This is an optimization exercise on Yosys and OpenROAD, whose aim is a short achievable clock period and few clock cycles, not a production implementation.
Function was checked by simulation only, so behaviour that the tests miss may differ from the original.
No activity file was given, so power comes from the tool's default toggle rates.

== v8 ==
==> flow/design.v (excerpt) <==
module CPU_pipelined_module (
    input clk,
    input rst,
    output [31:0] pc,
    input [31:0] imem_data,
    output [31:0] data_pc,
    output data_wr_en,
    output [31:0] data_addr,
    output [3:0] data_wr_mask,
    output [31:0] data_wr_data,
    input [31:0] data_rd_data
);
    wire stall;          
    wire redirect;       
    wire [31:0] redirect_pc;
    wire d_redirect;     
    wire [31:0] d_tgt;
    wire learn;
    wire pred_taken;
    wire [31:0] pred_tgt;
    reg [31:0] e_pc;
    wire [31:0] f1_pc;   
    if_module ifetch (
        .clk(clk),
        .rst(rst),
        .hold(stall),
        .redirect(redirect),
        .redirect_pc(redirect_pc),
        .d_redirect(d_redirect),
        .d_redirect_pc(d_tgt),
        .btb_we(learn),
        .btb_wpc(e_pc),
        .btb_wtgt(redirect_pc),
        .pc(pc),
        .pc_int(f1_pc),
        .pred_taken(pred_taken),
        .pred_tgt(pred_tgt)
    );
    reg        f2_valid;
    reg [31:0] f2_pc;
    reg        f2_pred;
    reg [31:0] f2_ptgt;
    reg        stall_q;
    reg        s_valid;
    reg [31:0] s_ir, s_pc, s_ptgt, s_toff;
    reg        s_pred, s_isjump;
    reg        d_valid;
    reg [31:0] d_ir, d_pc, d_ptgt;
  ...
Size in the first run: about 2200 flip-flops.
clock: 13.5 ns
lec_check: 0
abc_clock_period_in_ps: 3500
cap_margin: 20
core_margin: 2
core_utilization: 40
cts_cluster_diameter: 100
cts_cluster_size: 20
setup_slack_margin: 5
slew_margin: 20
standard.sh (not shown) runs the stock make flow with config.mk's settings and CLKGATE_MAP_FILE= SYNTH_SCRIPT=/design/flow/synth_recipe.tcl, a recipe that flattens the netlist after the stock synthesis.
==> flow/flow/run.sh <==
#!/bin/bash
set -euo pipefail
bash standard.sh SETUP_SLACK_MARGIN=9.8 finish > flow_make.log 2>&1
Testbench counts of v8, summed over its fixed seeds: cycles 127,278.
For v37, these inputs were changed with respect to v8:
diff --git a/flow/design.v b/flow/design.v
--- a/flow/design.v
+++ b/flow/design.v
@@ -422,19 +422,17 @@
     reg        f2_valid;
     reg [31:0] f2_pc;
     reg        f2_pred;
     reg [31:0] f2_ptgt;
     reg        stall_q;
     reg        s_valid;
-    reg [31:0] s_ir, s_pc, s_ptgt, s_toff;
-    reg        s_pred, s_isjump;
+    reg [31:0] s_ir, s_pc, s_ptgt;
+    reg        s_pred;
     reg        d_valid;
     reg [31:0] d_ir, d_pc, d_ptgt;
     reg        d_pred;
-    reg [31:0] d_toff;       
-    reg        d_isjump;     
     wire [4:0] rs1, rs2, rd;
     wire uses_rs1, uses_rs2, reg_write, is_load, is_store, is_branch, is_jal, is_jalr;
     wire a_pc, a_zero, b_imm, alu_alt;
     wire [2:0] alu_f3, f3;
     wire [31:0] alu_imm, tgt_imm;
     instruction_decoder dec (
@@ -495,19 +493,17 @@
         .rs1_val(rs1_val), .rs2_val(rs2_val),
         .a_val(a_val), .b_val(b_val),
         .stall(haz)
     );
     assign stall = d_valid && haz;
     wire go = d_valid && !stall && !redirect;    
-    wire d_jump = !d_pred && d_isjump;
-    assign d_tgt = d_pc + d_toff;
+    wire d_jump = !d_pred && (is_jal || (is_branch && d_ir[31]));
+    wire [31:0] d_tgt_j = d_pc + {{12{d_ir[31]}}, d_ir[19:12], d_ir[20], d_ir[30:21], 1'b0};
+    wire [31:0] d_tgt_b = d_pc + {{20{d_ir[31]}}, d_ir[7], d_ir[30:25], d_ir[11:8], 1'b0};
+    assign d_tgt = is_jal ? d_tgt_j : d_tgt_b;
     assign d_redirect = go && d_jump;
-    wire [31:0] fi = imem_data;
-    wire [31:0] f2_toff = fi[3] ? {{12{fi[31]}}, fi[19:12], fi[20], fi[30:21], 1'b0}
-                                : {{20{fi[31]}}, fi[7], fi[30:25], fi[11:8], 1'b0};
-    wire f2_isjump = fi[6:0] == 7'b1101111 || (fi[6:0] == 7'b1100011 && fi[31]);
     always @(posedge clk) begin
         f2_pc <= f1_pc;
         f2_pred <= pred_taken;
         f2_ptgt <= pred_tgt;
         if (rst) begin
             f2_valid <= 1'b0;
@@ -530,22 +526,18 @@
         end
         if (!stall_q) begin
             s_ir <= imem_data;
             s_pc <= f2_pc;
             s_pred <= f2_pred;
             s_ptgt <= f2_ptgt;
-            s_toff <= f2_toff;
-            s_isjump <= f2_isjump;
         end
         if (!stall) begin
             d_ir <= stall_q ? s_ir : imem_data;
             d_pc <= stall_q ? s_pc : f2_pc;
             d_pred <= stall_q ? s_pred : f2_pred;
             d_ptgt <= stall_q ? s_ptgt : f2_ptgt;
-            d_toff <= stall_q ? s_toff : f2_toff;
-            d_isjump <= stall_q ? s_isjump : f2_isjump;
         end
     end
     always @(posedge clk) begin
         if (rst) begin
             e_valid <= 1'b0;
             e_we <= 1'b0;
[summary]
Placed cell count in v37 is 239 lower than in v8
The synthesized cell count reported for v37 is smaller than that of v8 by 210.
Changes observed in v37 relative to v8: sequential power went down; core utilization went up; number of antenna violations at the first check in global routing went down; multi-input combinational area share went up; post-route standard cell area excluding fillers went down.
Wire length of the first global-routing pass shrinks by a few percent when moving from v8 to v37.
v8 → v37: maximum number of pins on one net before global-route repair decreased by 15 relative to the old numbers; count of sequential standard cells moved down; mux cell area share after synthesis saw an increase.
The smallest setup slack after layout number comes out higher for v37 vs v8.
Via count for v37: about 2.5% down relative to v8
v37 ends up with lower floorplan die width than v8 does.
Testbench counts of v37, summed over its fixed seeds: cycles 127,278.

---

Another version of the RTL of CPU_pipelined_module (not shown whole).
For scale: about 7200 cells after synthesis, roughly 2000 flip-flops, roughly 97000 µm² of cells after synthesis.
export LEC_CHECK = 0
export ABC_CLOCK_PERIOD_IN_PS = 3500
export CAP_MARGIN = 20
export CORE_MARGIN = 2
export CORE_UTILIZATION = 30
export SETUP_SLACK_MARGIN = 5
export SLEW_MARGIN = 20
create_clock -name core_clock -period 13.5 [get_ports {clk}]
==> flow/flow/run.sh <==
#!/bin/bash
set -euo pipefail
bash standard.sh SETUP_SLACK_MARGIN=9.5 finish > flow_make.log 2>&1
Testbench counts at the start, summed over its fixed seeds: cycles 127,278.
Change:
--- a/flow/design.v
+++ b/flow/design.v
@@ -363,50 +363,55 @@
     output [31:0] data_addr,
     output [3:0] data_wr_mask,
     output [31:0] data_wr_data,
     input [31:0] data_rd_data
 );
     wire stall;          
     wire redirect;       
     wire [31:0] redirect_pc;
     wire d_redirect;     
     wire [31:0] d_tgt;
+    wire f2_redirect;    
+    wire [31:0] f2_tgt;
     wire learn;
     wire pred_taken;
     wire [31:0] pred_tgt;
     reg [31:0] e_pc;
     if_module ifetch (
         .clk(clk),
         .rst(rst),
         .hold(stall),
         .redirect(redirect),
         .redirect_pc(redirect_pc),
-        .d_redirect(d_redirect),
-        .d_redirect_pc(d_tgt),
+        .d_redirect(d_redirect || f2_redirect),
+        .d_redirect_pc(d_redirect ? d_tgt : f2_tgt),
         .btb_we(learn),
         .btb_wpc(e_pc),
         .btb_wtgt(redirect_pc),
         .pc(pc),
         .pred_taken(pred_taken),
         .pred_tgt(pred_tgt)
     );
     reg        f2_valid;
     reg [31:0] f2_pc;
     reg        f2_pred;
     reg [31:0] f2_ptgt;
+    reg [10:0] f2_hj, f2_hj_p, f2_hj_m;
+    reg [18:0] f2_hb, f2_hb_p, f2_hb_m;
     reg        stall_q;
     reg        s_valid;
     reg [31:0] s_ir, s_pc, s_ptgt;
     reg        s_pred;
     reg        d_valid;
     reg [31:0] d_ir, d_pc, d_ptgt;
     reg        d_pred;
+    reg        d_fj;         
     wire [4:0] rs1, rs2, rd;
     wire uses_rs1, uses_rs2, reg_write, is_load, is_store, is_branch, is_jal, is_jalr;
     wire a_pc, a_zero, b_imm, alu_alt;
     wire [2:0] alu_f3, f3;
     wire [31:0] alu_imm, tgt_imm;
     instruction_decoder dec (
         .inst(d_ir),
         .rs1(rs1), .rs2(rs2), .rd(rd),
         .uses_rs1(uses_rs1), .uses_rs2(uses_rs2),
         .reg_write(reg_write),
@@ -450,57 +455,74 @@
         .uses_rs1(uses_rs1), .uses_rs2(uses_rs2),
         .rf_rs1(rf_rs1), .rf_rs2(rf_rs2),
         .ex_we(e_we), .ex_ld(e_ld), .ex_rd(e_rd), .ex_val(ex_result),
         .m1_we(m1_we), .m1_ld(m1_ld), .m1_rd(m1_rd), .m1_val(m1_res),
         .m2_we(m2_we), .m2_rd(m2_rd), .m2_val(wb_val),
         .rs1_val(rs1_val), .rs2_val(rs2_val),
         .stall(haz)
     );
     assign stall = d_valid && haz;
     wire go = d_valid && !stall && !redirect;    
-    wire d_jump = !d_pred && (is_jal || (is_branch && d_ir[31]));
+    wire d_jump = !d_pred && !d_fj && (is_jal || (is_branch && d_ir[31]));
     assign d_tgt = d_pc + tgt_imm;
     assign d_redirect = go && d_jump;
+    wire [31:0] fi = imem_data;
+    wire f2_jal = fi[6:0] == 7'b1101111;
+    wire f2_bb  = fi[6:0] == 7'b1100011 && fi[31];
+    wire [21:0] f2_lj = {1'b0, f2_pc[20:0]} + {1'b0, fi[31], fi[19:12], fi[20], fi[30:21], 1'b0};
+    wire [13:0] f2_lb = {1'b0, f2_pc[12:0]} + {1'b0, fi[31], fi[7], fi[30:25], fi[11:8], 1'b0};
+    wire [10:0] f2_uj = (f2_lj[21] == fi[31]) ? f2_hj : f2_lj[21] ? f2_hj_p : f2_hj_m;
+    wire [18:0] f2_ub = (f2_lb[13] == fi[31]) ? f2_hb : f2_lb[13] ? f2_hb_p : f2_hb_m;
+    wire f2_jump = !f2_pred && (f2_jal || f2_bb);
+    assign f2_tgt = f2_jal ? {f2_uj, f2_lj[20:0]} : {f2_ub, f2_lb[12:0]};
+    assign f2_redirect = f2_valid && !stall_q && !stall && !redirect && !d_redirect && f2_jump;
     always @(posedge clk) begin
         f2_pc <= pc;
+        f2_hj <= pc[31:21];
+        f2_hj_p <= pc[31:21] + 11'd1;
+        f2_hj_m <= pc[31:21] - 11'd1;
+        f2_hb <= pc[31:13];
+        f2_hb_p <= pc[31:13] + 19'd1;
+        f2_hb_m <= pc[31:13] - 19'd1;
         f2_pred <= pred_taken;
         f2_ptgt <= pred_tgt;
         if (rst) begin
             f2_valid <= 1'b0;
             stall_q <= 1'b0;
             s_valid <= 1'b0;
             d_valid <= 1'b0;
         end else if (redirect) begin
             f2_valid <= 1'b0;
             stall_q <= 1'b0;
             d_valid <= 1'b0;
         end else if (stall) begin
             f2_valid <= 1'b1;
             stall_q <= 1'b1;
             if (!stall_q)
                 s_valid <= f2_valid;
         end else begin
-            f2_valid <= !d_redirect;
+            f2_valid <= !d_redirect && !f2_redirect;
             stall_q <= 1'b0;
             d_valid <= !d_redirect && (stall_q ? s_valid : f2_valid);
         end
         if (!stall_q) begin
             s_ir <= imem_data;
             s_pc <= f2_pc;
             s_pred <= f2_pred;
             s_ptgt <= f2_ptgt;
         end
         if (!stall) begin
             d_ir <= stall_q ? s_ir : imem_data;
             d_pc <= stall_q ? s_pc : f2_pc;
             d_pred <= stall_q ? s_pred : f2_pred;
             d_ptgt <= stall_q ? s_ptgt : f2_ptgt;
+            d_fj <= f2_redirect;
         end
     end
     always @(posedge clk) begin
         if (rst) begin
             e_valid <= 1'b0;
             e_we <= 1'b0;
             e_ld <= 1'b0;
             e_st <= 1'b0;
             e_br <= 1'b0;
             e_jal <= 1'b0;
@@ -509,21 +531,21 @@
             e_djump <= 1'b0;
         end else begin
             e_valid <= go;
             e_we <= go && reg_write && rd != 5'd0;
             e_ld <= go && is_load;
             e_st <= go && is_store;
             e_br <= go && is_branch;
             e_jal <= go && is_jal;
             e_jalr <= go && is_jalr;
             e_btbhit <= go && d_pred;
-            e_djump <= go && d_jump;
+            e_djump <= go && (d_jump || d_fj);
         end
         e_pc <= d_pc;
         e_pc4 <= d_pc + 32'd4;
         e_rs1v <= rs1_val;
         e_rs2v <= rs2_val;
         e_aimm <= alu_imm;
         e_timm <= tgt_imm;
         e_tgt <= d_tgt;
         e_ptgt <= d_ptgt;
         e_rd <= rd;
Worst setup slack got worse by 0.64 ns.
Core utilization goes up by 0.56 points.
Clock-buffer cell count goes up by 21.
Sequential power goes up by about 3.4%.
Clock skew goes down by 0.030 ns.
Total power goes up by 4.9%.
Fmax goes down by about 13%.
Global-route usage goes up by 1.6 points.
Clock power goes up by about 5.5%.
Testbench counts after the change, summed over its fixed seeds: cycles 124,762.

-- port drivers added, routing unchanged --
In the flow no input, the clock included, has a driving cell. The finished layouts below were timed again as built, in two steps.
Step 1, drivers: a clkbuf_16 drives clk and a buf_2 each remaining input, both assumed.
Step 2 adds t to the input delays and takes it off the output delays; t is the mean of the earliest and latest rising clock arrival at the registers after step 1. Input paths then give back, and output paths get back, about the clock's delay inside the block.
Slacks: ideal ports / drivers / drivers and shift; pairs: ideal ports / drivers.
run	shift t [ns]	slack for setup (ns)	slew at the worst register clock pin (ns)
v8	0.913	9.422 / 9.329 / 8.743	0.10 / 0.10
v37	0.919	9.507 / 9.416 / 8.870	0.09 / 0.09
the first run of note 2	0.972	9.332 / 9.238 / 8.451	0.09 / 0.09
the second run of note 2	0.991	8.694 / 8.728 / 7.737	0.07 / 0.07
After both steps every run listed still meets setup and hold. For the second run of note 2, which loses most, drivers alone change the setup slack by +0.034 ns; drivers and shift together by -0.957 ns.
